Context: an optimization exercise on an open-source flow, tuned for small area and a short achievable clock period. The choices shown serve that exercise and are no tape-out recipe.
Function was checked by simulation only, so behaviour that the tests miss may differ from the original.
No activity file was given, so power comes from the tool's default toggle rates.

==> inputs of build 84 <==
## processor
module processor(input logic clk,
                 input logic rst,
                 input logic [31:0] instruction, read_data,
                 output logic [31:0] pc, direction, write_data,
                 output logic mem_write);
clock: 30.0 ns
lec_check: 0
cap_margin: 20
cell_pad_in_sites_detail_placement: 1
core_margin: 2
core_utilization: 50
cts_cluster_diameter: 100
cts_cluster_size: 20
slew_margin: 20
synth_hierarchical: 1
standard.sh (not shown) runs the stock make flow with config.mk's settings and CLKGATE_MAP_FILE= SYNTH_SCRIPT=/design/flow/synth_recipe.tcl, a recipe that flattens the netlist after the stock synthesis.
==> flow/flow/run.sh <==
#!/bin/bash
# The standard ORFS flow (standard.sh), with two changes to how the layout is made:
# - repair_timing aims for more setup slack than zero (SETUP_SLACK_MARGIN), so the
#   resizer shortens the critical paths instead of stopping at the 30 ns clock;
# - the port buffers are buf_2 cells instead of the slow delay buffers buffer_ports picks.
# The SDC, clock period, floorplan, power grid, tap cells, CTS and routing are as standard.
set -euo pipefail
MARGIN=$(cat flow/margin.txt)
bash standard.sh "SETUP_SLACK_MARGIN=${MARGIN}" \
  "BUFFER_PORTS_ARGS=-buffer_cell sky130_fd_sc_hd__buf_2" finish > flow_make.log 2>&1
==> flow/flow/margin.txt <==
13
==> trial 25: changes against build 84 <==
--- a/flow/design.v
+++ b/flow/design.v
@@ -304,14 +304,12 @@
   assign rs     = instruction[11:8];
   assign sh     = instruction[6:5];
   assign sh_reg = instruction[4];
   assign rm     = instruction[3:0];
   logic dp, mem, br, load, store, is_shift, is_mvn, sh_src, mov_imm, mvn_imm;
   logic alu_src, no_write, shift_reg_op;
-  logic bs_imm, bs_pos, bs_neg;
-  logic [31:0] immx;
   assign dp       = (op == 2'b00);
   assign mem      = (op == 2'b01);
   assign br       = (op == 2'b10);
   assign load     = mem & sbit;
   assign store    = mem & ~sbit;
   assign is_shift = (cmd == 4'b1101);
@@ -360,93 +358,64 @@
   assign pc_plus_8 = {pc_hi_inc, pc[2:0]};
   assign pc_plus_4 = pc[2] ? {pc_hi_inc, 1'b0, pc[1:0]} : {pc[31:3], 1'b1, pc[1:0]};
   logic [31:0] rf [0:14];
   logic [3:0]  a1, a2;
   logic [15:0] sel1, sel2;
   logic [31:0] rd1, rd2;
-  genvar gi, gj;
   logic [15:0] dec_rn, dec_rm, dec_rs, dec_rd;
   logic        s1_rm, s1_rn, s2_rs, s2_rd, s2_rm;
   assign dec_rn = 16'b1 << rn;
   assign dec_rm = 16'b1 << rm;
   assign dec_rs = 16'b1 << rs;
   assign dec_rd = 16'b1 << rd;
   assign s1_rm  = sh_src & ~ibit;
   assign s1_rn  = ~sh_src & ~br;
   assign s2_rs  = sh_src;
   assign s2_rd  = ~sh_src & store;
   assign s2_rm  = ~sh_src & ~store;
-  logic [15:0] u1m, u1n, u2s, u2d, u2m;
-  generate
-    for (gi = 0; gi < 16; gi++) begin : g_sel
-      nand2c n1m(s1_rm, dec_rm[gi], u1m[gi]);
-      nand2c n1n(s1_rn, dec_rn[gi], u1n[gi]);
-      nand2c n2s(s2_rs, dec_rs[gi], u2s[gi]);
-      nand2c n2d(s2_rd, dec_rd[gi], u2d[gi]);
-      nand2c n2m(s2_rm, dec_rm[gi], u2m[gi]);
-      nand3c s2(u2s[gi], u2d[gi], u2m[gi], sel2[gi]);
-    end
-    for (gi = 0; gi < 15; gi++) begin : g_sel1
-      nand2c s1(u1m[gi], u1n[gi], sel1[gi]);
-    end
-  endgenerate
-  nand3c s1_15(u1m[15], u1n[15], ~br, sel1[15]);
+  assign sel1 = ({16{s1_rm}} & dec_rm) | ({16{s1_rn}} & dec_rn) | {br, 15'b0};
+  assign sel2 = ({16{s2_rs}} & dec_rs) | ({16{s2_rd}} & dec_rd) | ({16{s2_rm}} & dec_rm);
   logic [31:0] g1 [0:4];
   logic [31:0] g2 [0:4];
+  genvar gi, gj;
   generate
     for (gi = 0; gi < 5; gi++) begin : g_rd
       for (gj = 0; gj < 32; gj++) begin : g_bit
         ao222n c1(sel1[3*gi], rf[3*gi][gj], sel1[3*gi+1], rf[3*gi+1][gj], sel1[3*gi+2], rf[3*gi+2][gj], g1[gi][gj]);
         ao222n c2(sel2[3*gi], rf[3*gi][gj], sel2[3*gi+1], rf[3*gi+1][gj], sel2[3*gi+2], rf[3*gi+2][gj], g2[gi][gj]);
       end
     end
   endgenerate
-  logic [31:0] t1x, t2x, h1a, h1b, h2a, h2b, rd2n, bx_n;
-  generate
-    for (gj = 0; gj < 32; gj++) begin : g_comb
-      ao22n  x1(sel1[15], pc_plus_8[gj], mvn_imm, imm_ext[gj], t1x[gj]);
-      nand2c x2(sel2[15], pc_plus_8[gj], t2x[gj]);
-      nand3c c1a(g1[0][gj], g1[1][gj], g1[2][gj], h1a[gj]);
-      nand3c c1b(g1[3][gj], g1[4][gj], t1x[gj], h1b[gj]);
-      nand3c c2a(g2[0][gj], g2[1][gj], g2[2][gj], h2a[gj]);
-      nand3c c2b(g2[3][gj], g2[4][gj], t2x[gj], h2b[gj]);
-      or2c   o1(h1a[gj], h1b[gj], rd1[gj]);
-      or2c   o2(h2a[gj], h2b[gj], rd2[gj]);
-      nor2c  o2n(h2a[gj], h2b[gj], rd2n[gj]);
-      ao222n bs(bs_imm, immx[gj], bs_pos, rd2[gj], bs_neg, rd2n[gj], bx_n[gj]);
-    end
-  endgenerate
+  assign rd1 = ~(g1[0] & g1[1] & g1[2] & g1[3] & g1[4]) | ({32{sel1[15]}} & pc_plus_8)
+             | ({32{mvn_imm}} & imm_ext);
+  assign rd2 = ~(g2[0] & g2[1] & g2[2] & g2[3] & g2[4]) | ({32{sel2[15]}} & pc_plus_8);
   logic [31:0] imm_rot, imm_ext, imm8_ext;
   assign imm8_ext = {24'b0, instruction[7:0]};
   assign imm_rot  = {imm8_ext, imm8_ext} >> {instruction[11:8], 1'b0};
   assign imm_ext = mem ? {20'b0, instruction[11:0]}
                  : br  ? {{6{instruction[23]}}, instruction[23:0], 2'b00}
                  : (dp & ~(is_shift & ~ibit)) ? imm_rot
                  : {27'b0, instruction[11:7]};
-  assign bs_imm = alu_src;
-  assign bs_pos = ~alu_src & ~op_sub;
-  assign bs_neg = ~alu_src & op_sub;
-  assign immx   = imm_ext ^ {32{op_sub}};
   logic [31:0] a, b, bx, sum, rot, shres, res;
   logic [4:0]  n, r;
   logic        big, cout, ovf;
   logic [31:0] thermo, mask;
-  assign bx = ~bx_n;
+  assign bx = alu_src ? (imm_ext ^ {32{op_sub}}) : (rd2 ^ {32{op_sub}});
   assign b  = bx ^ {32{op_sub}};
   assign a  = rd1;
   logic [31:0] pn, gn;
   generate
     for (gj = 0; gj < 32; gj++) begin : g_pg
-      pgcell_n pg(a[gj], bx_n[gj], pn[gj], gn[gj]);
+      pgcell pg(a[gj], bx[gj], pn[gj], gn[gj]);
     end
   endgenerate
   ks_adder add(pn, gn, op_sub, sum, cout);
   assign ovf  = (a[31] ^ sum[31]) & ~(a[31] ^ b[31] ^ op_sub);
   assign n   = bx[4:0];
   assign big = |bx[31:5];
-  assign r   = alu_src ? (instruction[11:7] ^ {5{op_lsl}}) : (rd2[4:0] ^ {5{op_lsl}});
+  assign r   = n ^ {5{op_lsl}};
   logic [31:0] lv [0:5];
   generate
     for (gj = 0; gj < 32; gj++) begin : g_pre
       mux2n m(a[gj], a[(gj + 1) % 32], op_lsl, lv[0][gj]);
     end
     for (gi = 0; gi < 5; gi++) begin : g_rot
@@ -455,23 +424,23 @@
       end
     end
   endgenerate
   assign rot = lv[5];
   assign thermo = ~32'b0 << n;
   assign mask = {32{op_ror}} | ({32{~big}} & (({32{op_lsl}} & thermo) | ({32{op_lsr}} & (~32'b0 >> n))));
+  assign shres = rot & mask;
   logic [31:0] rest;
   logic        arith;
   assign arith = op_add | op_sub;
   assign rest = ({32{op_and | op_orr}} & ~gn)
               | ({32{op_eor | op_orr}} & ~pn)
-              | ({32{op_not}} & ~a);
+              | ({32{op_not}} & ~a)
+              | ({32{op_lsl | op_lsr | op_ror}} & shres);
   generate
     for (gj = 0; gj < 32; gj++) begin : g_res
-      logic res_n;
-      ao221n fin(arith, sum[gj], rot[gj], mask[gj], rest[gj], res_n);
-      inv1 fo(res_n, res[gj]);
+      ao21 fin(arith, sum[gj], rest[gj], res[gj]);
     end
   endgenerate
   assign direction = res;
   logic        we, pc_src, fw_nz, fw_cv;
   logic [31:0] wd;
   assign we     = (dp | load) & cond_ex & ~no_write;
@@ -514,22 +483,9 @@
   assign y = ~(s ? d1 : d0);
 endmodule
 module pgcell(input logic a, b, output logic pn, gn);
   assign pn = ~(a ^ b);
   assign gn = ~(a & b);
 endmodule
-module ao221n(input logic a0, b0, a1, b1, c, output logic y);
-  assign y = ~((a0 & b0) | (a1 & b1) | c);
-endmodule
-module pgcell_n(input logic a, bn, output logic pn, gn);
-  assign pn = a ^ bn;
-  assign gn = ~a | bn;
-endmodule
-module nand3c(input logic a, b, c, output logic y);
-  assign y = ~(a & b & c);
-endmodule
-module or2c(input logic a, b, output logic y);
-  assign y = a | b;
-endmodule
-module ao22n(input logic a0, b0, a1, b1, output logic y);
-  assign y = ~((a0 & b0) | (a1 & b1));
+module ao21(input logic a, b, c, output logic y);
+  assign y = (a & b) | c;
 endmodule
==> flow/flow/margin.txt (replaced) <==
12.5
==> flow/config.mk (replaced) <==
export PLATFORM = sky130hd
export DESIGN_NAME = processor
export DESIGN_NICKNAME = processor
export VERILOG_FILES = /design/flow/design.v
export SDC_FILE = /design/flow/constraint.sdc
export NUM_CORES = 4
export LEC_CHECK = 0
export CAP_MARGIN = 20
export CORE_MARGIN = 2
export CORE_UTILIZATION = 55
export CTS_CLUSTER_DIAMETER = 100
export CTS_CLUSTER_SIZE = 20
export SLEW_MARGIN = 20
export SYNTH_HIERARCHICAL = 1
==> impl_metrics.csv <==
group,metric,value,unit
routing,first_pass_iters,16,
die,die_area,58400,sq um
setup_path,cpLargestDelayFamily,"compound AO/OA/AOI/OAI gates",
global_routing,grt_pass1_vias,28700,
synth,synth-xor-area-share,0.0319,
setup_path,slowest_delay,460,ps
status,status,"finished clean",
synth,synth_top_cells_by_count,"480 x edfxtp_1, 321 x a222oi_1, 221 x nand2_1, 211 x mux2i_1, 202 x nor2_1",
setup_path,worst_r2r_path_depth,23,
pwr,power.switching,0.779,mW
cells_and_area,final_cell_mix,"480 x edfxtp_1, 321 x a222oi_1, 217 x nand2_1, 182 x nor2_1, 180 x mux2i_1",
synth,muxShareOfSynthArea,0.0825,
routing,met3_wirelength,23000,microns
timing,final.setup.worst_slack,12440,ps
timing,slew_headroom,0.106,
placed_design,gp_congestion,1.08,
timing,worst_clock_skew,38.9,ps
the above is filed under trial 25

==> impl_metrics.csv <==
group,metric,value,unit
synth,muxShareOfSynthArea,0.0776,
pwr,power.switching,0.798,mW
timing,slew_headroom,0.213,
status,status,"finished clean",
die,die_area,65300,sq um
routing,met3_wirelength,20900,microns
timing,worst_clock_skew,24.4,ps
routing,first_pass_iters,12,
setup_path,worst_r2r_path_depth,25,
the above is filed under build 84

## separate check: timing with driven ports
In the flow no input, the clock included, has a driving cell. The finished layouts below were timed again as built, in two steps. Step 1, drivers: a clkbuf_16 drives clk and a buf_2 each remaining input, both assumed. Step 2 adds t to the input delays and takes it off the output delays; t is the mean of the earliest and latest rising clock arrival at the registers after step 1. Input paths then give back, and output paths get back, about the clock's delay inside the block. Slacks: ideal / step 1 / step 2; pairs: ideal / step 1.
run | t, ns | setup slack, ns | worst register clock-pin slew, ns | worst slew at a driven data input, ns
build 84 | 0.680 | 12.900 / 12.806 / 12.806 | 0.10 / 0.10 | 0.15
trial 25 | 0.669 | 12.439 / 12.407 / 12.407 | 0.10 / 0.10 | 0.12
After both steps every run listed still meets setup and hold. The setup slack of build 84, which loses most, moves by -0.094 ns with the drivers and by -0.094 ns with both steps.
